From an optimization exercise on the open Yosys and OpenROAD flow, aimed at small area, a short achievable clock period and few clock cycles per item; shortcuts taken in it are not production practice. Where RTL was checked, it was by simulation tests only, not by an equivalence proof against the original. Function not checked in runs 1 and 2: the RTL went through the layout flow alone. Power and IR drop assume default switching activity.

`flow/flow/run.sh`:
```
#!/bin/bash
# Standard layout, with plain buffers on the ports.
export BUFFER_PORTS_ARGS="-buffer_cell sky130_fd_sc_hd__buf_2"
bash standard.sh > standard.log 2>&1
```
`flow/standard.sh`:
```
#!/bin/bash
# synth_recipe.tcl (not shown) runs the flow's synth.tcl, then flattens the netlist and writes it again
# the make line also repeats each setting of config.mk as NAME=value (left out here)
make -C /OpenROAD-flow-scripts/flow DESIGN_CONFIG=/design/flow/config.mk WORK_HOME=/design/flow/orfs CLKGATE_MAP_FILE= SYNTH_SCRIPT=/design/flow/synth_recipe.tcl "${@:-finish}"
```
`flow/config.mk`:
```
export PLATFORM = sky130hd
export DESIGN_NAME = adler32
export DESIGN_NICKNAME = adler32
export VERILOG_FILES = /design/flow/design.v
export SDC_FILE = /design/flow/constraint.sdc
export NUM_CORES = 4
export LEC_CHECK = 0
export ABC_AREA = 1
export CAP_MARGIN = 20
export CORE_MARGIN = 2
export CORE_UTILIZATION = 40
export SETUP_SLACK_MARGIN = 4.8
export SLEW_MARGIN = 20
```
`flow/constraint.sdc`:
```
create_clock -name core_clock -period 7.5 [get_ports {clock}]
set_input_delay 1.5000 -clock core_clock [delete_from_list [all_inputs] [get_ports {clock}]]
set_output_delay 1.5000 -clock core_clock [all_outputs]
set_load 0.01 [all_outputs]
```
`flow/design.v`:
```
module adler32(
    input clock,
    input rst_n,
    input size_valid,
    input [31:0] size,
    input data_start,
    input [7:0] data,
    output checksum_valid,
    output [31:0] checksum
);
    reg  [7:0]  d_q;       
    reg         ds_q;      
    reg         fa;        
    reg  [31:0] held;      
    reg         held_ok;   
    reg  [31:0] cnt;       
    reg         active;    
    reg         f2;        
    reg  [15:0] A, B;
    reg         vld;
    wire f1 = active & (cnt == 32'd1);    
    wire [15:0] a_in = fa ? 16'd0 : A;
    wire [8:0]  sl = a_in[7:0] + d_q + fa;
    wire [9:0]  tl = a_in[7:0] + d_q + 10'd15;
    wire [7:0]  ah1 = a_in[15:8] + 8'd1;
    wire        hff = &a_in[15:8];
    wire        hfe = (a_in[15:8] == 8'hFE);
    wire        ga = (hff & (tl[8] | tl[9])) | (hfe & tl[9]);   
    wire [15:0] a_nx = ga ? {8'd0, tl[7:0]} : {sl[8] ? ah1 : a_in[15:8], sl[7:0]};
    wire [16:0] xb = B + A;
    wire [16:0] yb = B + A + 17'd15;
    wire [15:0] b_nx = yb[16] ? yb[15:0] : xb[15:0];
    always @(posedge clock) begin
        d_q  <= f1 ? 8'd0 : data;
        ds_q <= data_start & rst_n;
        fa   <= ds_q;
        if (size_valid)
            held <= size;
        if (!rst_n) begin
            held_ok <= 1'b0;
            active  <= 1'b0;
            f2      <= 1'b0;
            vld     <= 1'b0;
        end else begin
            if (size_valid)
                held_ok <= 1'b1;
            if (ds_q)
                active <= held_ok;
            else if (f1)
                active <= 1'b0;
            f2  <= f1;
            vld <= f2;
        end
        cnt <= ds_q ? held : cnt - 32'd1;
        A <= a_nx;
        B <= fa ? 16'd0 : b_nx;
    end
    assign checksum_valid = vld;
    assign checksum = {B, A};
endmodule
```
==> summary.md, run 1 <==
| Metric | Value |
|---|---|
| Syn_nets | 987 |
| Util after Layout | 0.490 |
| Crit path max fanout | 6 |
| Pleak | 3.76 nW |
| Die area | 17,600 um2 |
| Total GRT Usage | 0.177 |
| Final setup fails | 0 |
| Root buffer cell | clkbuf_16 |
| DP Wirelength | 11.4 mm |
| Crit share post-route | 0.356 |
| Number of distinct library cells after synthesis | 39 |
| WL per Instance | 12.7 um |
| Placer Congestion | 0.859 |
| Cts hold-fix bufs | 0 |
| Vias per cell | 4.72 |
| Worst slew pin tran | 727 ps |
| ANT nets after route | 0 |
| Total negative slack | 0 ps |
| Row cnt | 47 |
| Number of global-route vias before repair | 5,500 |
| RR Startpoint | fa$_DFF_P_ |
| Non-Filler Instances | 1,221 |
| Placed cell count | 1,180 |
| Drt pass-1 iters | 4 |
| Congestion Overflow GR | 0 |
| Slew margin rel. | 0.512 |
| DRC | 0 |
| Initial Utilization | 0.405 |
| N_diodes | 0 |
| CTS tree | done |
| Number of cells on the worst hold path | 2 |
| Crit Reg-Reg Endpoint | A[0]$_DFF_P_ |
| CP Launch Type | flop |
| Final WL | 15.5 mm |
| PD cells | 385 nW/um2 |
| Fmax achieved | 375 MHz |
| Count of port buffers added during placement | 76 |
| Number of CTS-inserted buffers | 9 |
| Clock slew at reported path FFs | 80 ps |
| Status | no timing/DRC/antenna violations |
| YS warnings | 1 |
| Hold Path Class | reg -> reg |
| Iter 0 DRT Violations | 258 |
| Slew Viols, Final | 0 |
| Core ar. | 16,300 um2 |
| Sequential area share after synthesis | 0.381 |
| Die X | 133 um |
| Area growth, synth to finish | 21.0% |
| Hold path startpoint | f2$_SDFF_PN0_ |
| #FFs+latches synth | 110 |
| CTS sink cnt | 110 |
| Clk latency of the worst-skew pair | 360 ps |
| Max Root-Sink Buffers | 2 |
| Final net count | 1,086 |
| Final hold vios | 0 |
| Min Tclk post-route | 2670 ps |
| First-pass GRT wire length | 25.4 mm |
| Maxcap violations | 0 |
| Io pins | 77 |
| WHS Endpoint | vld$_SDFF_PN0_ |
| Fill cells | 1,639 |
| Max VDD drop | 0.000169 V |
| CP Launch Point | fa$_DFF_P_ |
| Critical path data required time | 7730 ps |
| Kind of critical path | reg -> reg |
| Die Height | 133 um |
| Via count | 5,760 |
| Syn Inst Count | 897 |
| Final setup skew | 13.9 ps |
| Cell area after synthesis | 6620 um2 |
| FF-to-FF path depth | 15 |
| Unrepaired setup endpoints after global routing | yes |
| Initial antenna violation count | 0 |
| Ratio of cells with drive above 1 in the final layout | 0.213 |
| CP endpoint kind | flop |
| Syn avg cell area | 7.38 um2 |
| Worst R2R Setup Slack | 4830 ps |
| H-Tree Depth | 3 |
| Largest net degree at the start of global routing | 43 |
| Worst path arrival time | 2890 ps |
[worst max-delay path by stage]
stage | to | slack, ps | depth (start not counted)
after detailed placement | A[1]$_DFF_P_ | 3680 | 10
after global placement | A[15]$_SDFF_PN0_ | 3800 | 14
after floorplan | A[4]$_DFF_P_ | 4810 | 16
after global routing | A[0]$_DFF_P_ | 4670 | 15
after CTS | A[1]$_DFF_P_ | 4800 | 15
final | A[0]$_DFF_P_ | 4830 | 15
[cells in the mapped netlist, drive strengths merged]
master / n / area share
inv: 133 / 0.075
xnor2: 9 / 0.012
o31ai: 2 / 0.0023
clkbuf: 11 / 0.0062
fa: 7 / 0.021
nor2: 109 / 0.066
a31oi: 8 / 0.0076
or2: 6 / 0.0057
a21o: 2 / 0.0023
nand2: 241 / 0.15
nor4: 3 / 0.0028
a41oi: 1 / 0.0013
o311ai: 1 / 0.0013
dfxtp: 78 / 0.24
edfxtp: 32 / 0.15
buf: 3 / 0.0042
a21oi: 44 / 0.033
clkinv: 1 / 0.00057
or3b: 1 / 0.0013
nor3: 10 / 0.0076
ha: 39 / 0.074
o21ai: 38 / 0.029
and2: 3 / 0.0028
nand3b: 7 / 0.0079
nand3: 60 / 0.050
xor2: 30 / 0.040
nand4: 18 / 0.019
[cells in the final DEF (no fill, tap or decap), drive strengths merged, types with 2 or more instances in the layout]
cell / count
a31oi: 8
nand2: 243
dfxtp: 78
or2: 6
and2: 3
clkinv: 4
a21o: 2
buf: 97
clkbuf: 9
xor2: 30
o21ai: 41
nand3b: 7
inv: 136
xnor2: 9
nand4: 18
ha: 39
nand3: 60
o31ai: 2
edfxtp: 32
nor3: 10
nor4: 3
a21oi: 44
nor2: 109
fa: 7
[worst max-delay path: stages, from the launching register on]
cell and delay (ps):
dfxtp_4 380, clkinvlp_4 110, buf_4 120, nand2_1 70
ha_1 280, inv_1 50, ha_2 190, fa_2 380
nand3_2 90, nand2_4 70, a41oi_4 290, nand2_2 110
nand2_4 140, o21ai_4 100, nand2_1 70, o21ai_0 80
[final cells by class]
type	count	area, um2	area share
clock inverter	7	81.3	0.0102
multi-input combinational	644	3830	0.479
tap	220	275	0.0344
inverter	134	507	0.0633
clock buffer	9	225	0.0281
sequential	110	2530	0.316
timing repair buffer	97	554	0.0692
[registers in the layout, summed over array words and instances (netlist names)]
name / cells
f2: 1
cnt: 32
d_q: 8
vld: 1
active: 1
A: 16
B: 16
held_ok: 1
held: 32
fa: 1
ds_q: 1
[routing by layer]
layer / global-route usage / part of all wire
met1: 0.219 / 0.46
met2: 0.320 / 0.50
met3: 0.0207 / 0.031
met4: 0.0597 / 0.0097
met5: 0 / 0
[where the power goes]
part | switching [mW] | leakage [nW] | internal, mW | total, mW
Clock | 0.240 | 0.150 | 0.239 | 0.479
Combinational | 1.09 | 2.64 | 0.671 | 1.76
Sequential | 0.106 | 0.965 | 0.737 | 0.843
Total | 1.44 | 3.76 | 1.65 | 3.08
[per-stage QoR]
| step | hold WS, ps | area, um2 | total power [mW] | worst slack (ps) |
|---|---|---|---|---|
| detailed placement | 404 | 7220 | 2.43 | 3680 |
| global route | 455 | 8010 | 3.37 | 4670 |
| finish | 423 | 8010 | 3.08 | 4830 |
| CTS | 426 | 7780 | 2.97 | 4800 |
| floorplan | 387 | 6640 | 2.06 | 4810 |
| global placement | 411 | 7220 | 2.42 | 3800 |
[cells by family after synthesis]
family                   share of synthesized area
XOR/XNOR                                    0.0516
adder cells (fa/ha/maj)                     0.0949
buffers and inverters                       0.0864
AO/OA/AOI/OAI                               0.0768
AND/OR/NAND/NOR                              0.309
flip-flops                                   0.381
[timing repair]
action | 4_1_cts | 5_1_grt
pin swaps | 8 | 19
buffers inserted | 14 | 6
endpoints found under the setup margin | 32 | 32
hold endpoints to repair | 0 | 0
gates cloned | 3 | 2
gates resized for setup | 24 | 46
==> run 2, diff against run 1 <==
--- a/flow/config.mk
+++ b/flow/config.mk
@@ -9,5 +9,5 @@
 export CAP_MARGIN = 20
 export CORE_MARGIN = 2
 export CORE_UTILIZATION = 40
-export SETUP_SLACK_MARGIN = 4.8
+export SETUP_SLACK_MARGIN = 5
 export SLEW_MARGIN = 20
==> summary.md, run 2 <==
| Metric | Value |
|---|---|
| Status | no timing/DRC/antenna violations |
| Crit path max fanout | 6 |
| Crit Reg-Reg Endpoint | A[6]$_DFF_P_ |
| Final WL | 16.8 mm |
| Placer Congestion | 0.840 |
| Hold path startpoint | f2$_SDFF_PN0_ |
| Count of port buffers added during placement | 76 |
| Congestion Overflow GR | 0 |
| Number of CTS-inserted buffers | 9 |
| Top-count cell post-synth | nand2_1 |
| Via count | 6,079 |
| Die Height | 133 um |
| Syn avg cell area | 7.38 um2 |
| Unrepaired setup endpoints after global routing | yes |
| Sequential area share after synthesis | 0.381 |
| Final setup fails | 0 |
| Pleak | 4.01 nW |
| Cts hold-fix bufs | 0 |
| Cell taking the most area after synthesis | dfxtp_1 |
| Total power | 3.55 mW |
| Initial Utilization | 0.405 |
| Total GRT Usage | 0.186 |
| Iter 0 DRT Violations | 285 |
| WL per Instance | 13.5 um |
| CTS tree | done |
| Slew margin rel. | 0.498 |
| Number of global-route vias before repair | 5,724 |
| CTS sink cnt | 110 |
| Ys async rst share | 0 |
| ANT nets after route | 0 |
| Fmax achieved | 370 MHz |
| Row cnt | 47 |
| Die area | 17,600 um2 |
| Critical path data required time | 7780 ps |
| Hold Path Class | reg -> reg |
| Initial antenna violation count | 0 |
| Fill cells | 1,549 |
| PD cells | 407 nW/um2 |
| WHS Endpoint | vld$_SDFF_PN0_ |
| CP endpoint kind | flop |
| #FFs+latches synth | 110 |
| Commonest non-fill, non-tap cell in the layout | nand2_1 |
| Kind of critical path | reg -> reg |
| Number of cells on the worst hold path | 2 |
| Syn Inst Count | 897 |
| Ratio of cells with drive above 1 in the final layout | 0.308 |
| Post-synth EDFFs | 32 |
| Final setup skew | 12.1 ps |
| DRC | 0 |
| FF-to-FF path depth | 14 |
| Min Tclk post-route | 2700 ps |
| Drt pass-1 iters | 4 |
| Syn_nets | 987 |
| Max Root-Sink Buffers | 2 |
| Max VDD drop | 0.000206 V |
| Cell area after synthesis | 6620 um2 |
| Area growth, synth to finish | 31.6% |
| Total negative slack | 0 ps |
| Number of distinct library cells after synthesis | 39 |
| Worst path arrival time | 2980 ps |
| Io pins | 77 |
| Worst slew pin tran | 748 ps |
| DP Wirelength | 11.6 mm |
| Crit share post-route | 0.361 |
| Die X | 133 um |
| N_diodes | 0 |
| RR Startpoint | fa$_DFF_P_ |
| YS warnings | 1 |
| Largest net degree at the start of global routing | 43 |
| Clock slew at reported path FFs | 80 ps |
| Worst R2R Setup Slack | 4800 ps |
| Synth top area share | 0.236 |
| Maxcap violations | 0 |
| Clk latency of the worst-skew pair | 350 ps |
| Dominant synthesized flop cell | dfxtp_1 |
| Final hold vios | 0 |
| Final net count | 1,112 |
| Slew Viols, Final | 0 |
| CP Launch Type | flop |
| First-pass GRT wire length | 26.5 mm |
| Core ar. | 16,300 um2 |
| H-Tree Depth | 3 |
| Root buffer cell | clkbuf_16 |
| Most frequent cells in the layout | nand2_1, inv_1, nor2_1, buf_2, dfxtp_1 |
| Top cells by count, synth | nand2_1, inv_1, nor2_1 |
| Vias per cell | 4.87 |
| Largest regs | cnt (32), held (32) |
| Synth top area cells | dfxtp_1, edfxtp_1, nand2_1 |
## run 2: cell families (layout without fill, tap and decap cells)
logic type	count (synthesis)	count (layout)	synth area share
AND/OR/NAND/NOR	458	461	0.309
buffers and inverters	148	272	0.0864
flip-flops	110	110	0.381
AO/OA/AOI/OAI	96	99	0.0768
adder cells (fa/ha/maj)	46	46	0.0949
XOR/XNOR	39	39	0.0516
## run 2: worst max path at each step
stage,slack (ps),cells after the start,to,start
2_1_floorplan,4930,16,A[3]$_DFF_P_,fa$_DFF_P_
3_3_place_gp,4130,10,A[1]$_DFF_P_,fa$_DFF_P_
3_5_place_dp,4010,10,A[2]$_DFF_P_,fa$_DFF_P_
4_1_cts,4910,15,A[0]$_DFF_P_,fa$_DFF_P_
5_1_grt,4680,14,A[6]$_DFF_P_,fa$_DFF_P_
6_report,4800,14,A[6]$_DFF_P_,fa$_DFF_P_
## run 2: area by class of cell
cell class / instances / area, um2 / share of cell area
inverter: 134 / 509 / 0.0585
clock buffer: 9 / 225 / 0.0259
clock inverter: 7 / 88.8 / 0.0102
tap: 220 / 275 / 0.0316
multi-input combinational: 645 / 4300 / 0.493
timing repair buffer: 122 / 773 / 0.0888
sequential: 110 / 2540 / 0.292
## run 2: per-layer routing
metal / GRT usage / wire (um) / vias to the layer above / share of wire
met1: 0.226 / 7370 / 2803 / 0.44
met3: 0.0261 / 478 / 31 / 0.028
met5: 0 / 0 / - / 0
met2: 0.330 / 8490 / 109 / 0.50
li1: - / - / 3136 / -
met4: 0.0771 / 487 / 0 / 0.029
## run 2: stage by stage
step                worst slack (ps)  std cells  area, um2  utilization  hold slack (ps)
global route                    4680       1247       8710        0.533              465
detailed placement              4010       1180       7250        0.444              430
CTS                             4910       1222       8030        0.491              449
global placement                4130       1180       7250        0.444              425
floorplan                       4930        897       6700            -              379
finish                          4800       1247       8710        0.533              439
## run 2: worst max-delay path, stage by stage, from the launching register on
cell and delay, ps:
dfxtp_4 380, clkinvlp_4 170, buf_6 150, nand2_4 50, ha_4 270, inv_4 40, ha_4 160, fa_2 410
nand3_2 90, nand2_4 70, a41oi_4 270, nand2_2 110, nand2_4 130, o21ai_2 140, o21ai_1 180
## run 2: where the power goes
part	switching, mW	internal [mW]
logic	1.26	0.916
registers	0.128	0.739
clock network	0.233	0.268
total	1.62	1.92
## run 2: timing repair
action / in CTS / in global routing
cloned: 5 / 1
setup endpoints to repair: 33 / 34
buffers inserted: 21 / 24
resized for setup: 55 / 117
hold endpoints to repair: 0 / 0
pin swaps: 23 / 54
==> run 3, diff against run 2 <==
--- a/flow/design.v
+++ b/flow/design.v
@@ -21,15 +21,18 @@
     wire f1 = active & (cnt == 32'd1);    
     wire [15:0] a_in = fa ? 16'd0 : A;
     wire [8:0]  sl = a_in[7:0] + d_q + fa;
-    wire [9:0]  tl = a_in[7:0] + d_q + 10'd15;
     wire [7:0]  ah1 = a_in[15:8] + 8'd1;
     wire        hff = &a_in[15:8];
     wire        hfe = (a_in[15:8] == 8'hFE);
-    wire        ga = (hff & (tl[8] | tl[9])) | (hfe & tl[9]);   
-    wire [15:0] a_nx = ga ? {8'd0, tl[7:0]} : {sl[8] ? ah1 : a_in[15:8], sl[7:0]};
+    wire        lge = &sl[7:4] & |sl[3:0];                   
+    wire        ga = sl[8] ? (hff | (hfe & lge)) : (hff & lge);   
+    wire [7:0]  la = sl[7:0] + 8'd15;
+    wire [15:0] a_nx = ga ? {8'd0, la} : {sl[8] ? ah1 : a_in[15:8], sl[7:0]};
     wire [16:0] xb = B + A;
-    wire [16:0] yb = B + A + 17'd15;
-    wire [15:0] b_nx = yb[16] ? yb[15:0] : xb[15:0];
+    wire        nz = |xb[3:0];
+    wire        gb = xb[16] | (&xb[15:4] & nz);
+    wire [15:0] yb = {xb[15:4] + {11'd0, nz}, xb[3:0] - 4'd1};
+    wire [15:0] b_nx = gb ? yb : xb[15:0];
     always @(posedge clock) begin
         d_q  <= f1 ? 8'd0 : data;
         ds_q <= data_start & rst_n;
--- a/flow/config.mk
+++ b/flow/config.mk
@@ -9,5 +9,5 @@
 export CAP_MARGIN = 20
 export CORE_MARGIN = 2
 export CORE_UTILIZATION = 40
-export SETUP_SLACK_MARGIN = 5
+export SETUP_SLACK_MARGIN = 4.8
 export SLEW_MARGIN = 20
==> summary.md, run 3 <==
| Metric | Value |
|---|---|
| Critical path data required time | 6000 ps |
| Syn avg cell area | 7.19 um2 |
| Final setup fails | 0 |
| Final net count | 1,050 |
| Vias per cell | 4.70 |
| Cell area after synthesis | 6300 um2 |
| WP buf/inv | 1 |
| Sequential area share after synthesis | 0.401 |
| Area growth, synth to finish | 21.2% |
| DRC | 0 |
| WL per Instance | 12.5 um |
| Row cnt | 45 |
| Min Tclk post-route | 2560 ps |
| Post-route setup slack | 4940 ps |
| Total negative slack | 0 ps |
| Worst slew pin tran | 719 ps |
| H-Tree Depth | 3 |
| Synth top area cells | dfxtp_1, edfxtp_1, nand2_1 |
| Cells along the critical path | buf_2 |
| Top-count cell post-synth | nand2_1 |
| Slowest cell on crit path | dfxtp_1 |
| Die X | 129 um |
| CP endpoint kind | output pin |
| Number of cells on the worst hold path | 2 |
| Post-synth EDFFs | 32 |
| Via count | 5,580 |
| Number of global-route vias before repair | 5,265 |
| Synth top area share | 0.248 |
| Cell taking the most area after synthesis | dfxtp_1 |
| Drt pass-1 iters | 4 |
| Iter 0 DRT Violations | 213 |
| Family with the most delay on the worst path | flip-flops |
| Hold WS | 413 ps |
| Number of distinct library cells after synthesis | 38 |
| Ratio of cells with drive above 1 in the final layout | 0.198 |
| #FFs+latches synth | 110 |
| Die area | 16,800 um2 |
| Max Root-Sink Buffers | 2 |
| Root buffer cell | clkbuf_16 |
| Core ar. | 15,300 um2 |
| Crit share post-route | 0.342 |
| Count of port buffers added during placement | 76 |
| Max VDD drop | 0.000184 V |
| YS warnings | 1 |
| Final setup skew | 7.76 ps |
| Placed cell count | 1,152 |
| Most frequent cells in the layout | nand2_1, nor2_1, inv_1, buf_2, dfxtp_1 |
| Top cells by count, synth | nand2_1, nor2_1, inv_1 |
| Crit path max fanout | 3 |
| CTS tree | done |
| Post-Place Worst Slack | 4170 ps |
| Total GRT Usage | 0.184 |
| Largest regs | cnt (32), held (32) |
| N_diodes | 0 |
| Status | no timing/DRC/antenna violations |
| ANT nets after route | 0 |
| DP Wirelength | 11.1 mm |
| Number of CTS-inserted buffers | 9 |
| CP Launch Type | flop |
| Non-Filler Instances | 1,187 |
| Initial antenna violation count | 0 |
| FF-to-FF path depth | 17 |
| Final hold vios | 0 |
| Fill cells | 1,545 |
| Slowest stage delay, CP | 500 ps |
| Largest net degree at the start of global routing | 44 |
| Slew Viols, Final | 0 |
| Die Height | 129 um |
| Fmax achieved | 390 MHz |
| Initial Utilization | 0.411 |
| Pleak | 3.67 nW |
| Hold Path Class | reg -> reg |
| CTS sink cnt | 110 |
| Clock slew at reported path FFs | 70 ps |
| Kind of critical path | reg -> out |
| Worst path depth | 1 |
| Clk latency of the worst-skew pair | 360 ps |
| First-pass GRT wire length | 24.3 mm |
| Placer Congestion | 0.875 |
| PD cells | 421 nW/um2 |
| Worst path arrival time | 1060 ps |
| Io pins | 77 |
| Unrepaired setup endpoints after global routing | yes |
| Slew margin rel. | 0.521 |
| Commonest non-fill, non-tap cell in the layout | nand2_1 |
| Dominant synthesized flop cell | dfxtp_1 |
| Cts hold-fix bufs | 0 |
| Congestion Overflow GR | 0 |
| Syn_nets | 955 |
| Maxcap violations | 0 |
| Final WL | 14.9 mm |
| Syn Inst Count | 876 |
| Ys async rst share | 0 |
run 3: cell count changes after synthesis, moves of 10 or more:
cell / previous run / this run
a21oi_1: 44 / 23
nand2_1: 224 / 239
nand2_2: 14 / 4
nand3_1: 55 / 67
inv_1: 128 / 114
nor2_1: 104 / 129
o21ai_0: 36 / 25
run 3: path summary, 6_finish.rpt:
| path | start | end | slack (ps) |
|---|---|---|---|
| hold reg to reg | f2$_SDFF_PN0_ | vld$_SDFF_PN0_ | 410 |
| hold / removal | f2$_SDFF_PN0_ | vld$_SDFF_PN0_ | 410 |
| setup reg to reg | A[0]$_DFF_P_ | B[10]$_SDFF_PP0_ | 4940 |
| setup / recovery | A[7]$_DFF_P_ | checksum[7] | 4940 |
run 3: cells by family after synthesis:
family,count (synthesis),synth area share
buf+inv,137,0.0846
simple gates,485,0.324
xor+xnor,36,0.0513
flops,110,0.401
fa+ha+maj,35,0.0731
compound gates,73,0.0666
run 3: layout make-up:
class,instances,area (um2),share of cell area
flip-flops and latches,110,2540,0.333
well taps,211,264,0.0346
clock buffers,11,275,0.0361
multi-input cells,630,3500,0.458
repair buffers,96,543,0.0711
inverters,124,470,0.0616
clock inverters,5,42.5,0.00557
run 3: what timing repair did:
action | in CTS | in global routing
setup buffers | 7 | 11
pin swaps | 6 | 21
endpoints found under the setup margin | 32 | 32
resized for setup | 26 | 41
cloned | 0 | 1
run 3: stage by stage:
step	util	total power, mW	instance area (um2)
finish	0.498	3.22	7630
global route	0.498	3.52	7630
floorplan	-	2.00	6310
detailed placement	0.450	2.38	6890
global placement	0.450	2.37	6890
CTS	0.481	3.00	7370
run 3: layer usage:
layer / wire [um] / vias to the layer above / track usage
li1: - / 2981 / -
met1: 6830 / 2484 / 0.223
met2: 7240 / 95 / 0.328
met3: 439 / 20 / 0.0239
met4: 351 / 0 / 0.0772
met5: 0 / - / 0
run 3: where the power goes:
group / switching [mW] / internal [mW]
clock network: 0.227 / 0.270
registers: 0.113 / 0.742
logic: 1.13 / 0.738
Testbench counts of run 3, summed over its fixed seeds: cycles 572,122, bytes 568,898.
==> run 4, diff against run 3 <==
--- a/flow/config.mk
+++ b/flow/config.mk
@@ -5,9 +5,9 @@
 export SDC_FILE = /design/flow/constraint.sdc
 export NUM_CORES = 4
 export LEC_CHECK = 0
-export ABC_AREA = 1
 export CAP_MARGIN = 20
 export CORE_MARGIN = 2
 export CORE_UTILIZATION = 40
+export CTS_BUF_LIST = sky130_fd_sc_hd__clkbuf_4 sky130_fd_sc_hd__clkbuf_8
 export SETUP_SLACK_MARGIN = 4.8
 export SLEW_MARGIN = 20
==> summary.md, run 4 <==
| Metric | Value |
|---|---|
| Final setup skew | 14.5 ps |
| Count of port buffers added during placement | 76 |
| Slowest stage delay, CP | 410 ps |
| RR Startpoint | A[0]$_DFF_P_ |
| N_diodes | 0 |
| Area growth, synth to finish | 27.8% |
| Cts hold-fix bufs | 0 |
| Final setup fails | 0 |
| Number of global-route vias before repair | 5,024 |
| Clock slew at reported path FFs | 90 ps |
| Max Root-Sink Buffers | 2 |
| DP Wirelength | 9.64 mm |
| Number of distinct library cells after synthesis | 68 |
| Die Height | 126 um |
| PD cells | 447 nW/um2 |
| Number of cells on the worst hold path | 1 |
| CP Launch Type | flop |
| Min Tclk post-route | 3040 ps |
| Max VDD drop | 0.000184 V |
| Top-count cell post-synth | dfxtp_1 |
| Slowest cell on crit path | or3_4 |
| FF-to-FF path depth | 13 |
| Unrepaired setup endpoints after global routing | yes |
| Largest net degree at the start of global routing | 66 |
| CTS tree | done |
| WHS Endpoint | vld$_SDFF_PN0_ |
| Hold path startpoint | f2$_SDFF_PN0_ |
| Slew margin rel. | 0.339 |
| WP buf/inv | 3 |
| Vias per cell | 5.35 |
| Congestion Overflow GR | 0 |
| Maxcap violations | 0 |
| Total GRT Usage | 0.180 |
| Drt pass-1 iters | 4 |
| Initial antenna violation count | 0 |
| Synth top area cells | dfxtp_1, edfxtp_1, ha_1 |
| Fill cells | 1,319 |
| Die area | 15,800 um2 |
| Crit Reg-Reg Endpoint | B[0]$_SDFF_PP0_ |
| Crit path max fanout | 4 |
| YS warnings | 1 |
| Hold WS | 446 ps |
| Final net count | 820 |
| Synth top area share | 0.264 |
| Crit share post-route | 0.406 |
| Via count | 4,974 |
| Pleak | 3.02 nW |
| Number of CTS-inserted buffers | 9 |
| Hold Path Class | reg -> reg |
| CP Launch Point | A[0]$_DFF_P_ |
| Ys async rst share | 0 |
| H-Tree Depth | 3 |
| Syn_nets | 708 |
| Iter 0 DRT Violations | 224 |
| #FFs+latches synth | 110 |
| Worst slew pin tran | 992 ps |
| Dominant synthesized flop cell | dfxtp_1 |
| Syn Inst Count | 629 |
| Kind of critical path | reg -> reg |
| Initial Utilization | 0.408 |
| Worst R2R Setup Slack | 4460 ps |
| Total negative slack | 0 ps |
| Sequential area share after synthesis | 0.427 |
| DRC | 0 |
| Placer Congestion | 0.862 |
| Cell area after synthesis | 5910 um2 |
| Largest regs | cnt (32), held (32) |
| Commonest non-fill, non-tap cell in the layout | buf_2 |
| First-pass GRT wire length | 23.2 mm |
| Worst path arrival time | 3320 ps |
| Final WL | 13.8 mm |
| CP endpoint kind | flop |
| Root buffer cell | clkbuf_8 |
| Io pins | 77 |
| Final hold vios | 0 |
| Syn avg cell area | 9.40 um2 |
| Ratio of cells with drive above 1 in the final layout | 0.324 |
| WL per Instance | 14.8 um |
| Cell taking the most area after synthesis | dfxtp_1 |
| ANT nets after route | 0 |
| Post-synth EDFFs | 32 |
| Most frequent cells in the layout | buf_2, dfxtp_1, nand2_1, nor2_1, o21ai_0 |
| Family with the most delay on the worst path | simple AND/OR/NAND/NOR gates |
| Fmax achieved | 329 MHz |
| Die X | 126 um |
| Core ar. | 14,500 um2 |
| Slew Viols, Final | 0 |
| Status | no timing/DRC/antenna violations |
| Top cells by count, synth | dfxtp_1, nand2_1, nor2_1 |
| CTS sink cnt | 110 |
| Row cnt | 44 |
| Post-route setup slack | 4460 ps |
| Clk latency of the worst-skew pair | 390 ps |
| Post-Place Worst Slack | 3760 ps |
| Cells along the critical path | ha_4 > inv_2 > fa_2 > nand2b_4 > a211oi_4 > nor3_2 > or3_4 > nor4_4 > buf_4 > buf_6 > and3_4 > a21oi_4 > mux2_4 |
| Critical path data required time | 7780 ps |
run 4: changes by cell type after synthesis, sizes merged, moves of 18 or more:
cell / change
nor2b: +18
xnor2: +26
nand3: -48
nor2: -85
nand2: -173
inv: -103
run 4: report_power, final:
| part | internal (mW) | switching [mW] | leakage, nW |
|---|---|---|---|
| clock network | 0.196 | 0.205 | 0.117 |
| logic | 0.988 | 1.12 | 1.94 |
| registers | 0.753 | 0.110 | 0.967 |
| total | 1.94 | 1.44 | 3.02 |
run 4: per-layer routing:
layer	vias up	track usage	part of all wire
li1	2471	-	-
met1	2342	0.209	0.42
met2	125	0.316	0.50
met3	36	0.0274	0.045
met4	0	0.0961	0.033
met5	-	0	0
run 4: area by class of cell:
type	count	area, um2	share of cell area
inverters	19	71.3	0.00944
well taps	184	230	0.0305
repair buffers	121	764	0.101
clock buffers	10	131	0.0174
flip-flops and latches	110	2540	0.336
clock inverters	6	93.8	0.0124
multi-input cells	480	3720	0.493
run 4: stage by stage:
stage | total power [mW] | area, um2 | std cells | util
floorplan | 2.10 | 6020 | 629 | -
global placement | 2.42 | 6500 | 868 | 0.449
detailed placement | 2.46 | 6500 | 868 | 0.449
CTS | 3.19 | 7320 | 921 | 0.505
global route | 3.65 | 7550 | 930 | 0.522
finish | 3.38 | 7550 | 930 | 0.522
run 4: what timing repair did:
item | in CTS | in global routing
resized for setup | 66 | 32
buffers inserted | 36 | 9
cloned | 1 | 0
endpoints found under the setup margin | 32 | 41
pin swaps | 33 | 19
run 4: worst max path at each step:
stage,cells past startpoint,slack [ps],to
floorplan,14,4340,A[6]$_DFF_P_
global route,13,4340,B[0]$_SDFF_PP0_
CTS,13,4510,B[0]$_SDFF_PP0_
finish,13,4460,B[0]$_SDFF_PP0_
global placement,11,3880,A[7]$_DFF_P_
detailed placement,11,3760,A[7]$_DFF_P_
run 4: logic make-up (layout without fill, tap and decap cells):
group                      Yosys count  after routing  synth area share
buffers and inverters               40            156            0.0290
DFF                                110            110             0.427
AOI/OAI and AO/OA                  133            134             0.150
muxes                                8              8            0.0142
and+or+nand+nor                    242            242             0.212
adders and majority gates           35             35            0.0779
xor gates and xnor gates            61             61            0.0904
==> run 5, diff against run 4 <==
--- a/flow/config.mk
+++ b/flow/config.mk
@@ -5,6 +5,7 @@
 export SDC_FILE = /design/flow/constraint.sdc
 export NUM_CORES = 4
 export LEC_CHECK = 0
+export ABC_AREA = 1
 export CAP_MARGIN = 20
 export CORE_MARGIN = 2
 export CORE_UTILIZATION = 40
==> summary.md, run 5 <==
| Metric | Value |
|---|---|
| Min Tclk post-route | 2600 ps |
| Total GRT Usage | 0.184 |
| Most frequent cells in the layout | nand2_1, nor2_1, inv_1, buf_2, dfxtp_1 |
| Util after Layout | 0.494 |
| Cts hold-fix bufs | 0 |
| DP Wirelength | 11.1 mm |
| WL per Instance | 12.5 um |
| Syn_nets | 955 |
| Cell Area, Placed | 6890 um2 |
| Worst slew pin tran | 726 ps |
| Post-route setup slack | 4900 ps |
| WP buf/inv | 1 |
| Total negative slack | 0 ps |
| Dominant synthesized flop cell | dfxtp_1 |
| Post-Place Worst Slack | 4170 ps |
| Clk latency of the worst-skew pair | 390 ps |
| Slew margin rel. | 0.516 |
| Cells along the critical path | buf_2 |
| YS warnings | 1 |
| Unrepaired setup endpoints after global routing | no |
| Max VDD drop | 0.000181 V |
| Iter 0 DRT Violations | 217 |
| Met3 WL post-DR | 487 um |
| Largest net degree at the start of global routing | 44 |
| Syn Inst Count | 876 |
| Commonest non-fill, non-tap cell in the layout | nand2_1 |
| Fmax achieved | 385 MHz |
| Non-Filler Instances | 1,187 |
| Number of CTS-inserted buffers | 9 |
| Simple-Gate Fraction of Synth Area | 0.324 |
| Crit share post-route | 0.346 |
| Max layer used | met4 |
| Cell taking the most area after synthesis | dfxtp_1 |
| Crit path max fanout | 3 |
| Cell area after synthesis | 6300 um2 |
| Hold path startpoint | f2$_SDFF_PN0_ |
| Status | no timing/DRC/antenna violations |
| CTS sink cnt | 110 |
| First-pass GRT wire length | 24.3 mm |
| Final WL | 14.8 mm |
| Synth top area share | 0.248 |
| Final setup fails | 0 |
| Die X | 129 um |
| Pleak | 3.63 nW |
| Syn avg cell area | 7.19 um2 |
| N_diodes | 0 |
| Final hold vios | 0 |
| CP endpoint kind | output pin |
| Synth Area in XOR/XNOR | 0.0513 |
| Largest regs | cnt (32), held (32) |
| Family with the most delay on the worst path | flip-flops |
| Worst path arrival time | 1100 ps |
| Drt pass-1 iters | 4 |
| Area growth, synth to finish | 20.2% |
| Row cnt | 45 |
| Synth top area cells | dfxtp_1, edfxtp_1, nand2_1 |
| Post-synthesis mux area share | 0 |
| Die Height | 129 um |
| Kind of critical path | reg -> out |
| Sequential area share after synthesis | 0.401 |
| #FFs+latches synth | 110 |
| Reg area | 2540 um2 |
| Io pins | 77 |
| Via count | 5,576 |
| Root buffer cell | clkbuf_8 |
| Placer Congestion | 0.875 |
| Number of global-route vias before repair | 5,223 |
| Top-count cell post-synth | nand2_1 |
| Die area | 16,800 um2 |
| Final setup skew | 10.1 ps |
| Slew Viols, Final | 0 |
| Top cells by count, synth | nand2_1, nor2_1, inv_1 |
| Adder-cell share of the synthesized area | 0.0731 |
| Post-synth EDFFs | 32 |
| Count of port buffers added during placement | 76 |
| Hold WS | 418 ps |
| PD cells | 415 nW/um2 |
| Core ar. | 15,300 um2 |
| Clock slew at reported path FFs | 110 ps |
| Met2 routed WL | 7.14 mm |
| RR Startpoint | A[0]$_DFF_P_ |
| Max Root-Sink Buffers | 2 |
| Number of distinct library cells after synthesis | 38 |
| CTS tree | done |
| DRC | 0 |
| Maxcap violations | 0 |
| M1 WL | 6.82 mm |
| Ys async rst share | 0 |
| Hold Path Class | reg -> reg |
| CP Launch Type | flop |
| H-Tree Depth | 3 |
| Final net count | 1,050 |
| Slowest cell on crit path | dfxtp_1 |
| Total power | 3.15 mW |
| CP Launch Point | A[7]$_DFF_P_ |
| Fill cells | 1,543 |
| Initial Utilization | 0.411 |
| Placed cell count | 1,152 |
| Initial antenna violation count | 0 |
| Congestion Overflow GR | 0 |
| Ratio of cells with drive above 1 in the final layout | 0.204 |
| Multi-input gate area | 3520 um2 |
| Largest family of logic cells by synthesized area | simple AND/OR/NAND/NOR gates |
| Synth Area in Compound Gates | 0.0666 |
| Critical path data required time | 6000 ps |
| Vias per cell | 4.70 |
| ANT nets after route | 0 |
| Slowest stage delay, CP | 510 ps |
| Fin area | 7570 um2 |
-- run 5: routing by layer --
metal,up-vias,global-route usage
met5,-,0
met4,0,0.0765
met3,20,0.0231
met2,90,0.326
met1,2489,0.226
li1,2977,-
-- run 5: final timing paths --
kind / depth (start not counted) / end / slack (ps)
worst max-delay path: 1 / checksum[7] / 4900
worst min-delay path: 2 / vld$_SDFF_PN0_ / 420
worst max register to register: 17 / B[10]$_SDFF_PP0_ / 4920
worst min register to register: 2 / vld$_SDFF_PN0_ / 420
-- run 5: kinds of logic after synthesis --
group | Yosys count
buffers and inverters | 137
AOI/OAI and AO/OA | 73
and+or+nand+nor | 485
adders and majority gates | 35
DFF | 110
xor gates and xnor gates | 36
-- run 5: power by group --
part	internal (mW)	switching (mW)
combinational	0.752	1.13
clock	0.192	0.213
sequential	0.742	0.113
-- run 5: layout make-up --
type                    count  share of cell area
repair buffers             96              0.0717
inverters                 124              0.0626
flip-flops and latches    110               0.335
well taps                 211              0.0349
clock inverters             7              0.0136
clock buffers               9              0.0164
multi-input cells         630               0.465
-- run 5: what timing repair did --
item | in CTS | in global routing
resized for setup | 26 | 48
gates cloned | 0 | 1
pin swaps | 6 | 21
buffers inserted | 7 | 11
setup endpoints to repair | 32 | 32
-- run 5: worst register-to-register path, cell delays in order (launching register included) --
cell and delay (ps):
dfxtp_4 380, ha_4 160, inv_2 50, fa_2 470, ha_4 180, inv_1 50, nor2_1 40, nand3_1 100
ha_2 230, ha_4 160, nand3_4 70, nor2_4 110, nand2_2 80, nor2_4 110, nand3_1 80, nand2_1 80
nand2_1 70, a21oi_2 120
==> run 6, diff against run 5 <==
--- a/flow/config.mk
+++ b/flow/config.mk
@@ -8,7 +8,7 @@
 export ABC_AREA = 1
 export CAP_MARGIN = 20
 export CORE_MARGIN = 2
-export CORE_UTILIZATION = 40
+export CORE_UTILIZATION = 50
 export CTS_BUF_LIST = sky130_fd_sc_hd__clkbuf_4 sky130_fd_sc_hd__clkbuf_8
 export SETUP_SLACK_MARGIN = 4.8
 export SLEW_MARGIN = 20
==> summary.md, run 6 <==
| Metric | Value |
|---|---|
| Hold Path Class | reg -> reg |
| Congestion Overflow GR | 0 |
| Worst slew pin tran | 698 ps |
| Critical path data required time | 6000 ps |
| Maxcap violations | 0 |
| First-pass GRT wire length | 24.3 mm |
| Vias per cell | 4.94 |
| Cell taking the most area after synthesis | dfxtp_1 |
| WHS Endpoint | vld$_SDFF_PN0_ |
| Slew margin rel. | 0.535 |
| Final setup skew | 18.8 ps |
| Ys async rst share | 0 |
| Die Height | 116 um |
| Slowest stage delay, CP | 510 ps |
| Syn Inst Count | 876 |
| Syn avg cell area | 7.19 um2 |
| Core ar. | 12,200 um2 |
| Pleak | 3.60 nW |
| Placed cell count | 1,108 |
| Most frequent cells in the layout | nand2_1, nor2_1, inv_1, buf_2, dfxtp_1 |
| Total negative slack | 0 ps |
| Slowest cell on crit path | dfxtp_1 |
| Drt pass-1 iters | 5 |
| Syn_nets | 955 |
| Status | no timing/DRC/antenna violations |
| CTS sink cnt | 110 |
| H-Tree Depth | 3 |
| Die area | 13,500 um2 |
| Row cnt | 40 |
| Number of CTS-inserted buffers | 9 |
| Top cells by count, synth | nand2_1, nor2_1, inv_1 |
| Total GRT Usage | 0.230 |
| Unrepaired setup endpoints after global routing | yes |
| Largest regs | cnt (32), held (32) |
| Root buffer cell | clkbuf_8 |
| Via count | 5,644 |
| Ratio of cells with drive above 1 in the final layout | 0.202 |
| Max VDD drop | 0.000228 V |
| Cell area after synthesis | 6300 um2 |
| Max Root-Sink Buffers | 2 |
| Cells along the critical path | buf_2 |
| Initial antenna violation count | 0 |
| Hold WS | 420 ps |
| CP endpoint kind | output pin |
| Area growth, synth to finish | 17.8% |
| ANT nets after route | 0 |
| Number of global-route vias before repair | 5,383 |
| Family with the most delay on the worst path | flip-flops |
| Largest net degree at the start of global routing | 44 |
| Die X | 116 um |
| Count of port buffers added during placement | 76 |
| Crit Reg-Reg Endpoint | B[8]$_SDFF_PP0_ |
| Io pins | 77 |
| Commonest non-fill, non-tap cell in the layout | nand2_1 |
| RR Startpoint | A[0]$_DFF_P_ |
| Min Tclk post-route | 2590 ps |
| Worst path arrival time | 1090 ps |
| Final net count | 1,049 |
| WP buf/inv | 1 |
| Final hold vios | 0 |
| Total power | 3.11 mW |
| YS warnings | 1 |
| Clock slew at reported path FFs | 100 ps |
| #FFs+latches synth | 110 |
| N_diodes | 0 |
| Synth top area cells | dfxtp_1, edfxtp_1, nand2_1 |
| WL per Instance | 12.8 um |
| Worst R2R Setup Slack | 4920 ps |
| Top-count cell post-synth | nand2_1 |
| Hold path startpoint | f2$_SDFF_PN0_ |
| CP Launch Type | flop |
| Number of distinct library cells after synthesis | 38 |
| Fmax achieved | 386 MHz |
| Clk latency of the worst-skew pair | 400 ps |
| Cts hold-fix bufs | 0 |
| Synth top area share | 0.248 |
| Post-synth EDFFs | 32 |
| Iter 0 DRT Violations | 248 |
| FF-to-FF path depth | 15 |
| Final WL | 14.6 mm |
| Dominant synthesized flop cell | dfxtp_1 |
| Initial Utilization | 0.518 |
| Placer Congestion | 0.932 |
| Non-Filler Instances | 1,143 |
| Number of cells on the worst hold path | 2 |
| Fill cells | 1,155 |
| CTS tree | done |
| DP Wirelength | 11.2 mm |
| Util after Layout | 0.610 |
| Slew Viols, Final | 0 |
| Kind of critical path | reg -> out |
| Crit path max fanout | 3 |
| Crit share post-route | 0.346 |
| Final setup fails | 0 |
| PD cells | 419 nW/um2 |
| DRC | 0 |
| Sequential area share after synthesis | 0.401 |
-- run 6: cell type report --
cell class,instances,area (um2),share of cell area
flip-flops and latches,110,2530,0.342
clock buffers,10,131,0.0177
multi-input cells,629,3500,0.471
well taps,168,210,0.0283
repair buffers,96,534,0.0720
clock inverters,6,45.0,0.00607
inverters,124,468,0.0631
-- run 6: timing repair --
action	CTS	global route
gates cloned	0	0
endpoints found under the setup margin	32	32
gates resized for setup	23	46
buffers inserted	12	7
pin swaps	11	23
-- run 6: worst min-delay path: stages (launching register included) --
cell and delay (ps):
dfxtp_1 310, nand2_1 50, inv_1 30
-- run 6: metrics by stage --
| step | setup WS, ps | area (um2) |
|---|---|---|
| after floorplan | 4800 | 6310 |
| after global placement | 4260 | 6830 |
| after detailed placement | 4140 | 6830 |
| after CTS | 4800 | 7200 |
| after global routing | 4760 | 7420 |
| final | 4910 | 7420 |
-- run 6: routing by layer --
layer	vias to the layer above	part of all wire	GRT usage	wire length, um
li1	2973	-	-	-
met1	2550	0.45	0.284	6630
met2	99	0.49	0.405	7210
met3	22	0.032	0.0317	467
met4	0	0.022	0.0929	322
met5	-	0	0	0
-- run 6: cell families after synthesis --
group                    after synthesis  share of synthesized area
AO/OA/AOI/OAI                         73                     0.0666
buffers and inverters                137                     0.0846
flip-flops                           110                      0.401
AND/OR/NAND/NOR                      485                      0.324
adder cells (fa/ha/maj)               35                     0.0731
XOR/XNOR                              36                     0.0513
-- run 6: worst max path at each step --
stage                         start         endpoint  slack (ps)  cells past startpoint
detailed placement       fa$_DFF_P_     A[7]$_DFF_P_        4140                     12
finish              A[8]$_SDFF_PP0_      checksum[8]        4910                      1
global placement         fa$_DFF_P_     A[7]$_DFF_P_        4260                     12
floorplan                fa$_DFF_P_     A[2]$_DFF_P_        4800                     14
global route           A[0]$_DFF_P_  B[8]$_SDFF_PP0_        4760                     15
CTS                    A[0]$_DFF_P_     A[7]$_DFF_P_        4800                     13
-- run 6: report_power, final --
group	total (mW)	leakage, nW	switching, mW	internal, mW
combinational	1.92	2.54	1.14	0.784
clock	0.338	0.0967	0.210	0.129
sequential	0.845	0.966	0.106	0.739
==> run 7, diff against run 6 <==
--- a/flow/config.mk
+++ b/flow/config.mk
@@ -10,5 +10,6 @@
 export CORE_MARGIN = 2
 export CORE_UTILIZATION = 50
 export CTS_BUF_LIST = sky130_fd_sc_hd__clkbuf_4 sky130_fd_sc_hd__clkbuf_8
+export GPL_ROUTABILITY_DRIVEN = 0
 export SETUP_SLACK_MARGIN = 4.8
 export SLEW_MARGIN = 20
==> summary.md, run 7 <==
| Metric | Value |
|---|---|
| Initial antenna violation count | 0 |
| Critical path data required time | 7820 ps |
| Top cells by count, synth | nand2_1, nor2_1, inv_1 |
| Root buffer cell | clkbuf_8 |
| Vias per cell | 4.95 |
| FF-to-FF path depth | 15 |
| Dominant synthesized flop cell | dfxtp_1 |
| First-pass GRT wire length | 24.0 mm |
| Crit Reg-Reg Endpoint | B[8]$_SDFF_PP0_ |
| Pleak | 3.61 nW |
| Worst slew pin tran | 699 ps |
| Status | no timing/DRC/antenna violations |
| Fmax achieved | 384 MHz |
| CP Launch Type | flop |
| Worst R2R Setup Slack | 4900 ps |
| Top-count cell post-synth | nand2_1 |
| Fin area | 7450 um2 |
| RR Startpoint | A[0]$_DFF_P_ |
| Number of cells on the worst hold path | 2 |
| Final setup skew | 10.7 ps |
| Cts hold-fix bufs | 0 |
| N_diodes | 0 |
| Io pins | 77 |
| Max VDD drop | 0.000195 V |
| Ratio of cells with drive above 1 in the final layout | 0.203 |
| ANT nets after route | 0 |
| PD cells | 413 nW/um2 |
| Clk latency of the worst-skew pair | 390 ps |
| Iter 0 DRT Violations | 263 |
| Number of distinct library cells after synthesis | 38 |
| DP Wirelength | 11.1 mm |
| Most frequent cells in the layout | nand2_1, nor2_1, inv_1, buf_2, dfxtp_1 |
| Hold path startpoint | f2$_SDFF_PN0_ |
| Syn_nets | 955 |
| Final net count | 1,050 |
| Total negative slack | 0 ps |
| #FFs+latches synth | 110 |
| Cell Area, Placed | 6830 um2 |
| Ys async rst share | 0 |
| Slew Viols, Final | 0 |
| Final hold vios | 0 |
| Drt pass-1 iters | 4 |
| Commonest non-fill, non-tap cell in the layout | nand2_1 |
| Die Height | 116 um |
| Maxcap violations | 0 |
| Final setup fails | 0 |
| Worst path arrival time | 2930 ps |
| Synth top area cells | dfxtp_1, edfxtp_1, nand2_1 |
| Die X | 116 um |
| CTS sink cnt | 110 |
| Largest net degree at the start of global routing | 44 |
| Area growth, synth to finish | 18.3% |
| Row cnt | 40 |
| Total GRT Usage | 0.226 |
| Post-synth EDFFs | 32 |
| Die area | 13,500 um2 |
| Unrepaired setup endpoints after global routing | yes |
| Congestion Overflow GR | 0 |
| CP endpoint kind | flop |
| Crit share post-route | 0.347 |
| Number of global-route vias before repair | 5,417 |
| Via count | 5,666 |
| Syn avg cell area | 7.19 um2 |
| WL per Instance | 12.9 um |
| H-Tree Depth | 3 |
| Max Root-Sink Buffers | 2 |
| Number of CTS-inserted buffers | 9 |
| Sequential area share after synthesis | 0.401 |
| DRC | 0 |
| Cell area after synthesis | 6300 um2 |
| Largest regs | cnt (32), held (32) |
| Initial Utilization | 0.518 |
| YS warnings | 1 |
| Core ar. | 12,200 um2 |
| Cell taking the most area after synthesis | dfxtp_1 |
| Synth top area share | 0.248 |
| CTS tree | done |
| Clock slew at reported path FFs | 110 ps |
| Hold Path Class | reg -> reg |
| Count of port buffers added during placement | 76 |
| WHS Endpoint | vld$_SDFF_PN0_ |
| Kind of critical path | reg -> reg |
| Min Tclk post-route | 2600 ps |
| Crit path max fanout | 3 |
| Final WL | 14.8 mm |
| Syn Inst Count | 876 |
| Slew margin rel. | 0.534 |
==> run 7: cell counts after synthesis <==
Identical to the previous run, type by type.
==> run 7: final cells by class <==
class                           count  area (um2)
Fill cell                        1131        4710
Multi-Input combinational cell    630        3490
Sequential cell                   110        2530
Timing Repair Buffer               96         567
Inverter                          124         473
Tap cell                          168         210
Clock buffer                        9         124
Clock inverter                      7        46.3
==> run 7: how the worst max path moves through the flow <==
stage / from / end / slack, ps / cells past startpoint
finish: A[0]$_DFF_P_ / B[8]$_SDFF_PP0_ / 4900 / 15
global route: A[0]$_DFF_P_ / B[15]$_SDFF_PP0_ / 4760 / 18
CTS: A[8]$_SDFF_PP0_ / B[12]$_SDFF_PP0_ / 4810 / 14
detailed placement: fa$_DFF_P_ / A[7]$_DFF_P_ / 4110 / 12
global placement: fa$_DFF_P_ / A[7]$_DFF_P_ / 4300 / 12
floorplan: fa$_DFF_P_ / A[2]$_DFF_P_ / 4800 / 14
==> run 7: where the power goes <==
group | leakage, nW | switching (mW) | internal (mW)
registers | 0.966 | 0.101 | 0.739
clock network | 0.0851 | 0.210 | 0.121
logic | 2.56 | 1.15 | 0.758
total | 3.61 | 1.46 | 1.62
==> run 7: stage by stage <==
stage | util | worst slack, ps | std cells | hold WS (ps) | power, mW
2_1_floorplan | - | 4800 | 876 | 390 | 2.00
3_3_place_gp | 0.562 | 4300 | 1108 | 402 | 2.36
3_5_place_dp | 0.562 | 4110 | 1108 | 405 | 2.38
4_1_cts | 0.592 | 4810 | 1133 | 431 | 2.86
5_1_grt | 0.613 | 4760 | 1144 | 455 | 3.36
6_report | 0.613 | 4900 | 1144 | 416 | 3.08
==> run 7: cells by family after synthesis <==
family / after synthesis / share of synthesized area
simple gates: 485 / 0.324
buf+inv: 137 / 0.0846
flops: 110 / 0.401
compound gates: 73 / 0.0666
xor+xnor: 36 / 0.0513
fa+ha+maj: 35 / 0.0731
==> run 7: per-layer routing <==
metal | global-route usage | up-vias | wire [um]
met5 | 0 | - | 0
li1 | - | 2980 | -
met4 | 0.0889 | 0 | 251
met1 | 0.270 | 2547 | 6580
met2 | 0.408 | 119 | 7410
met3 | 0.0343 | 20 | 516
==> run 7: critical path, stage by stage (launching register included) <==
cell and delay (ps):
dfxtp_2 370, ha_4 140, inv_2 40, fa_2 590
ha_4 160, inv_2 30, nor2_2 60, nand3_1 110
ha_2 240, ha_4 180, nand3_4 80, nor2_4 40
buf_6 120, xor2_1 130, nand2_1 70, a21oi_2 160
==> run 7: what timing repair did <==
action | in CTS | in global routing
buffers inserted | 9 | 10
pin swaps | 7 | 25
resized for setup | 27 | 49
endpoints found under the setup margin | 32 | 32
cloned | 0 | 1
==> run 8, diff against run 7 <==
--- a/flow/config.mk
+++ b/flow/config.mk
@@ -8,8 +8,7 @@
 export ABC_AREA = 1
 export CAP_MARGIN = 20
 export CORE_MARGIN = 2
-export CORE_UTILIZATION = 50
+export CORE_UTILIZATION = 60
 export CTS_BUF_LIST = sky130_fd_sc_hd__clkbuf_4 sky130_fd_sc_hd__clkbuf_8
-export GPL_ROUTABILITY_DRIVEN = 0
 export SETUP_SLACK_MARGIN = 4.8
 export SLEW_MARGIN = 20
==> summary.md, run 8 <==
| Metric | Value |
|---|---|
| Area growth, synth to finish | 17.7% |
| M1 WL | 6.10 mm |
| FF-to-FF path depth | 15 |
| Final hold vios | 0 |
| Family with the most delay on the worst path | simple AND/OR/NAND/NOR gates |
| Die area | 11,300 um2 |
| Largest net degree at the start of global routing | 44 |
| Max layer used | met4 |
| Ys async rst share | 0 |
| Iter 0 DRT Violations | 294 |
| N_diodes | 0 |
| Congestion Overflow GR | 0 |
| RR Startpoint | A[6]$_DFF_P_ |
| Status | no timing/DRC/antenna violations |
| Util after Layout | 0.721 |
| Critical path data required time | 7820 ps |
| Cell area after synthesis | 6300 um2 |
| CTS tree | done |
| Cell taking the most area after synthesis | dfxtp_1 |
| Worst path depth | 15 |
| Number of global-route vias before repair | 5,248 |
| Maxcap violations | 0 |
| Clk latency of the worst-skew pair | 380 ps |
| Largest regs | cnt (32), held (32) |
| Final setup fails | 0 |
| Total GRT Usage | 0.257 |
| PD cells | 423 nW/um2 |
| Top cells by count, synth | nand2_1, nor2_1, inv_1 |
| Number of distinct library cells after synthesis | 38 |
| First-pass GRT wire length | 23.2 mm |
| #FFs+latches synth | 110 |
| WP buf/inv | 2 |
| Die Height | 106 um |
| Slew margin rel. | 0.550 |
| Post-synth EDFFs | 32 |
| Crit share post-route | 0.348 |
| Synth top area share | 0.248 |
| CP dominant cell by count | nand2_1 |
| Via count | 5,816 |
| Worst path arrival time | 2930 ps |
| Fmax achieved | 383 MHz |
| Commonest non-fill, non-tap cell in the layout | nand2_1 |
| Io pins | 77 |
| Pleak | 3.61 nW |
| Count of port buffers added during placement | 76 |
| Sequential area share after synthesis | 0.401 |
| Die X | 106 um |
| Most frequent cells in the layout | nand2_1, nor2_1, inv_1, buf_2, dfxtp_1 |
| Hold Path Class | reg -> reg |
| Syn_nets | 955 |
| Met2 routed WL | 7.54 mm |
| ANT nets after route | 0 |
| Core ar. | 10,300 um2 |
| Slowest cell on crit path | dfxtp_1 |
| Total negative slack | 0 ps |
| Final setup skew | 8.09 ps |
| Worst Setup EP | B[12]$_SDFF_PP0_ |
| Slowest stage delay, CP | 430 ps |
| Kind of critical path | reg -> reg |
| DP Wirelength | 10.9 mm |
| CTS sink cnt | 110 |
| DRC | 0 |
| Final WL | 14.9 mm |
| Clock slew at reported path FFs | 110 ps |
| Met3 WL post-DR | 786 um |
| CP Launch Point | A[6]$_DFF_P_ |
| Max VDD drop | 0.000320 V |
| Initial antenna violation count | 0 |
| Crit path max fanout | 6 |
| YS warnings | 1 |
| Top-count cell post-synth | nand2_1 |
| Number of CTS-inserted buffers | 9 |
| Drt pass-1 iters | 8 |
| Syn Inst Count | 876 |
| Min Tclk post-route | 2610 ps |
| Vias per cell | 5.24 |
| Crit Reg-Reg Endpoint | B[12]$_SDFF_PP0_ |
| Slew Viols, Final | 0 |
| Unrepaired setup endpoints after global routing | yes |
| CP endpoint kind | flop |
| Row cnt | 37 |
| Root buffer cell | clkbuf_8 |
| CP Launch Type | flop |
| Worst slew pin tran | 675 ps |
| Synth top area cells | dfxtp_1, edfxtp_1, nand2_1 |
| Max Root-Sink Buffers | 2 |
| Final net count | 1,048 |
| WL per Instance | 13.4 um |
| H-Tree Depth | 3 |
| Worst R2R Setup Slack | 4890 ps |
| Dominant synthesized flop cell | dfxtp_1 |
| Cells along the critical path | ha_2 > nand2_1 > inv_1 > a21oi_1 > nand2_1 > nand2_1 > nand2_2 > nor2_2 > nand2_1 > nor2_2 > nand3_4 > buf_4 > nand3_1 > nand2_1 > nor2_1 |
| Placer Congestion | 0.934 |
| Ratio of cells with drive above 1 in the final layout | 0.191 |
| Syn avg cell area | 7.19 um2 |
| Initial Utilization | 0.613 |
[run 8: cell counts after synthesis]
Identical to the previous run, type by type.
[run 8: kinds of logic after synthesis]
logic type	after synthesis	synth area share
simple gates	485	0.324
xor+xnor	36	0.0513
flops	110	0.401
fa+ha+maj	35	0.0731
compound gates	73	0.0666
buf+inv	137	0.0846
[run 8: final cells by class]
cell class	count	area, um2
clock buffer	10	131
clock inverter	6	67.6
fill	859	2870
inverter	124	477
multi-input combinational	630	3520
sequential	110	2530
tap	136	170
timing repair buffer	94	515
[run 8: worst reg2reg max path, cell delays in order (launching register included)]
cell and delay (ps):
dfxtp_1 430, ha_2 340, nand2_1 150, inv_1 70, a21oi_1 220, nand2_1 120, nand2_1 100, nand2_2 120
nor2_2 170, nand2_1 100, nor2_2 140, nand3_4 150, buf_4 190, nand3_1 60, nand2_1 50, nor2_1 140
[run 8: where the power goes]
part / internal [mW] / switching (mW) / total [mW] / leakage (nW)
Clock: 0.134 / 0.216 / 0.351 / 0.101
Sequential: 0.737 / 0.107 / 0.845 / 0.966
Combinational: 0.772 / 1.17 / 1.94 / 2.55
[run 8: per-stage QoR]
stage	std cells	hold slack, ps	setup slack (ps)	instance area, um2	total power, mW
global placement	1076	417	4320	6790	2.34
floorplan	876	390	4800	6310	2.00
detailed placement	1076	399	4170	6790	2.38
CTS	1100	422	4800	7150	2.84
finish	1110	420	4890	7410	3.13
global route	1110	470	4760	7410	3.38
[run 8: metal layers]
layer | vias to the layer above | track usage
li1 | 2973 | -
met1 | 2643 | 0.300
met2 | 174 | 0.465
met3 | 26 | 0.0417
met4 | 0 | 0.107
met5 | - | 0
[run 8: worst min-delay path by stage]
| stage | start | to | slack [ps] | depth (start not counted) |
|---|---|---|---|---|
| detailed placement | f2$_SDFF_PN0_ | vld$_SDFF_PN0_ | 400 | 2 |
| floorplan | f2$_SDFF_PN0_ | vld$_SDFF_PN0_ | 390 | 2 |
| global route | f2$_SDFF_PN0_ | vld$_SDFF_PN0_ | 470 | 2 |
| finish | f2$_SDFF_PN0_ | vld$_SDFF_PN0_ | 420 | 2 |
| global placement | f2$_SDFF_PN0_ | vld$_SDFF_PN0_ | 420 | 2 |
| CTS | f2$_SDFF_PN0_ | vld$_SDFF_PN0_ | 420 | 2 |
[run 8: what timing repair did]
item | 4_1_cts | 5_1_grt
hold buffers | 0 | 0
pin swaps | 8 | 17
endpoints found under the setup margin | 32 | 32
cloned | 0 | 1
buffers inserted | 8 | 9
hold endpoints to repair | 0 | 0
gates resized for setup | 21 | 43
==> run 9, diff against run 8 <==
--- a/flow/config.mk
+++ b/flow/config.mk
@@ -8,7 +8,7 @@
 export ABC_AREA = 1
 export CAP_MARGIN = 20
 export CORE_MARGIN = 2
-export CORE_UTILIZATION = 60
+export CORE_UTILIZATION = 55
 export CTS_BUF_LIST = sky130_fd_sc_hd__clkbuf_4 sky130_fd_sc_hd__clkbuf_8
 export SETUP_SLACK_MARGIN = 4.8
 export SLEW_MARGIN = 20
==> summary.md, run 9 <==
| Metric | Value |
|---|---|
| Commonest non-fill, non-tap cell in the layout | nand2_1 |
| Synth Area in Compound Gates | 0.0666 |
| Kind of critical path | reg -> reg |
| Unrepaired setup endpoints after global routing | yes |
| Initial antenna violation count | 0 |
| Number of distinct library cells after synthesis | 38 |
| Dominant synthesized flop cell | dfxtp_1 |
| Final hold vios | 0 |
| Area growth, synth to finish | 17.1% |
| Max VDD drop | 0.000292 V |
| Min Tclk post-route | 2610 ps |
| Top cells by count, synth | nand2_1, nor2_1, inv_1 |
| Io pins | 77 |
| Slowest stage delay, CP | 470 ps |
| Crit path max fanout | 3 |
| Util after Layout | 0.654 |
| Slew Viols, Final | 0 |
| Die X | 111 um |
| Final WL | 14.6 mm |
| Die area | 12,300 um2 |
| Root buffer cell | clkbuf_8 |
| Total negative slack | 0 ps |
| Int Pwr | 1.62 mW |
| Adder-cell share of the synthesized area | 0.0731 |
| Drt pass-1 iters | 5 |
| Sequential area share after synthesis | 0.401 |
| Worst path depth | 16 |
| ANT nets after route | 0 |
| Gate power share | 0.618 |
| H-Tree Depth | 3 |
| CTS sink cnt | 110 |
| Worst path arrival time | 2890 ps |
| Synth Area in XOR/XNOR | 0.0513 |
| Iter 0 DRT Violations | 282 |
| Cts hold-fix bufs | 0 |
| Sequential power share | 0.273 |
| Syn_nets | 955 |
| Cell Area, Placed | 6800 um2 |
| Total power | 3.07 mW |
| Top-count cell post-synth | nand2_1 |
| Syn avg cell area | 7.19 um2 |
| Worst slew pin tran | 693 ps |
| YS warnings | 1 |
| Count of port buffers added during placement | 76 |
| DP Wirelength | 11.0 mm |
| PD cells | 417 nW/um2 |
| Slowest cell on crit path | fa_2 |
| Final setup fails | 0 |
| Total GRT Usage | 0.241 |
| Pleak | 3.62 nW |
| Fin area | 7380 um2 |
| Number of global-route vias before repair | 5,527 |
| Family with the most delay on the worst path | adder cells |
| CP Launch Type | flop |
| Vias per cell | 5.14 |
| Number of cells on the worst hold path | 2 |
| Post-synthesis mux area share | 0 |
| Simple-Gate Fraction of Synth Area | 0.324 |
| Cells along the critical path | ha_4 > inv_2 > fa_2 > ha_4 > inv_2 > nor2_1 > nand3_1 > ha_2 > ha_4 > nand3_4 > nor2_4 > nand2_2 > o21ai_0 > nand2_1 > nand2_1 > a21oi_2 |
| Fmax achieved | 383 MHz |
| Clock power share | 0.109 |
| Ys async rst share | 0 |
| Slew margin rel. | 0.538 |
| Maxcap violations | 0 |
| Crit share post-route | 0.348 |
| Largest family of logic cells by synthesized area | simple AND/OR/NAND/NOR gates |
| Most frequent cells in the layout | nand2_1, nor2_1, inv_1, buf_2, dfxtp_1 |
| First-pass GRT wire length | 24.4 mm |
| WP buf/inv | 2 |
| FF-to-FF path depth | 16 |
| Hold WS | 417 ps |
| Largest regs | cnt (32), held (32) |
| Cell taking the most area after synthesis | dfxtp_1 |
| Critical path data required time | 7780 ps |
| Largest net degree at the start of global routing | 44 |
| DRC | 0 |
| CP dominant cell by count | ha_4 |
| Synth top area cells | dfxtp_1, edfxtp_1, nand2_1 |
| Die Height | 111 um |
| Syn Inst Count | 876 |
| WL per Instance | 13.0 um |
| CTS tree | done |
| Hold Path Class | reg -> reg |
| Ratio of cells with drive above 1 in the final layout | 0.200 |
| Clk latency of the worst-skew pair | 380 ps |
| Cell area after synthesis | 6300 um2 |
| Switch share | 0.472 |
| Max Root-Sink Buffers | 2 |
| #FFs+latches synth | 110 |
| Placer Congestion | 0.915 |
| Congestion Overflow GR | 0 |
| P_sw | 1.45 mW |
| Clock slew at reported path FFs | 100 ps |
| Row cnt | 39 |
| Status | no timing/DRC/antenna violations |
| Final net count | 1,050 |
| CP endpoint kind | flop |
| Post-synth EDFFs | 32 |
| Via count | 5,751 |
| Number of CTS-inserted buffers | 9 |
| Initial Utilization | 0.559 |
| N_diodes | 0 |
| Synth top area share | 0.248 |
| Final setup skew | 13.1 ps |
| Core ar. | 11,300 um2 |
run 9: final timing paths:
path	startpoint	end	slack, ps
max	A[0]$_DFF_P_	B[10]$_SDFF_PP0_	4890
max reg2reg	A[0]$_DFF_P_	B[10]$_SDFF_PP0_	4890
min	f2$_SDFF_PN0_	vld$_SDFF_PN0_	420
min reg2reg	f2$_SDFF_PN0_	vld$_SDFF_PN0_	420
run 9: repair_timing:
item	4_1_cts	5_1_grt
buffers inserted	7	13
pin swaps	9	25
hold endpoints to repair	0	0
endpoints found under the setup margin	32	32
gates resized for setup	25	44
run 9: worst reg2reg max path, delay by kind of cell, from the launching register on:
| kind | cells | cell delay (ps) |
|---|---|---|
| AOI/OAI and AO/OA | 2 | 260 |
| adders and majority gates | 5 | 1210 |
| buffers and inverters | 2 | 90 |
| DFF | 1 | 370 |
| and+or+nand+nor | 7 | 580 |
run 9: layout make-up:
cell class                      instances  area, um2
Clock inverter                          5       31.3
Timing Repair Buffer                   97        546
Fill cell                            1028       3900
Tap cell                              143        179
Inverter                              124        470
Sequential cell                       110       2540
Clock buffer                           11        145
Multi-Input combinational cell        629       3470
run 9: logic make-up after synthesis:
| group | count (synthesis) |
|---|---|
| AO/OA/AOI/OAI | 73 |
| XOR/XNOR | 36 |
| adder cells (fa/ha/maj) | 35 |
| buffers and inverters | 137 |
| flip-flops | 110 |
| AND/OR/NAND/NOR | 485 |
run 9: per-layer routing:
| metal | wire length (um) | global-route usage |
|---|---|---|
| met1 | 6220 | 0.286 |
| met2 | 7360 | 0.438 |
| met3 | 598 | 0.0459 |
| met4 | 397 | 0.0783 |
| met5 | 0 | 0 |
run 9: power groups by stage:
stage / combinational, mW / sequential [mW] / clock [mW]
floorplan: 1.16 / 0.845 / 0
global placement: 1.51 / 0.844 / 0
finish: 1.90 / 0.839 / 0.336
detailed placement: 1.54 / 0.846 / 0
CTS: 1.67 / 0.835 / 0.345
global route: 2.15 / 0.853 / 0.370
run 9: metrics by stage:
stage | cells | setup WS (ps)
3_5_place_dp | 1083 | 4210
5_1_grt | 1119 | 4710
6_report | 1119 | 4890
2_1_floorplan | 876 | 4800
4_1_cts | 1106 | 4800
3_3_place_gp | 1083 | 4320

[port drivers added, routing unchanged]
No port has a modelled driver above. Below, the same layouts with a new extraction and two added sets of constraints. Step 1 (the two cells are an assumption about what drives the block):
set clk [get_ports {clock}]
set_driving_cell -lib_cell sky130_fd_sc_hd__clkbuf_16 $clk
set_driving_cell -lib_cell sky130_fd_sc_hd__buf_2 [delete_from_list [all_inputs] $clk]
Step 2, shift: input delay + t, output delay - t, t = (earliest + latest rising clock arrival at the registers) / 2. This alone moves slack from input paths to output paths. a / b / c = ideal ports / drivers / drivers and shift; a / b = the first two.
run | t (ns) | slack for setup (ns) | latest minus earliest clock arrival (ns) | pins driven straight from the clock port
run 1 | 0.391 | 4.833 / 4.833 / 4.833 | 0.014 / 0.014 | 1
run 2 | 0.390 | 4.796 / 4.796 / 4.796 | 0.014 / 0.013 | 1
run 3 | 0.397 | 4.936 / 4.896 / 4.937 | 0.008 / 0.009 | 1
run 4 | 0.420 | 4.458 / 4.458 / 4.458 | 0.015 / 0.015 | 1
run 5 | 0.420 | 4.905 / 4.869 / 4.922 | 0.011 / 0.010 | 1
run 6 | 0.421 | 4.909 / 4.875 / 4.924 | 0.019 / 0.019 | 1
run 7 | 0.419 | 4.896 / 4.896 / 4.896 | 0.012 / 0.011 | 1
run 8 | 0.415 | 4.890 / 4.889 / 4.890 | 0.008 / 0.008 | 1
run 9 | 0.411 | 4.890 / 4.890 / 4.890 | 0.013 / 0.014 | 1
After both steps every run listed still meets setup and hold.
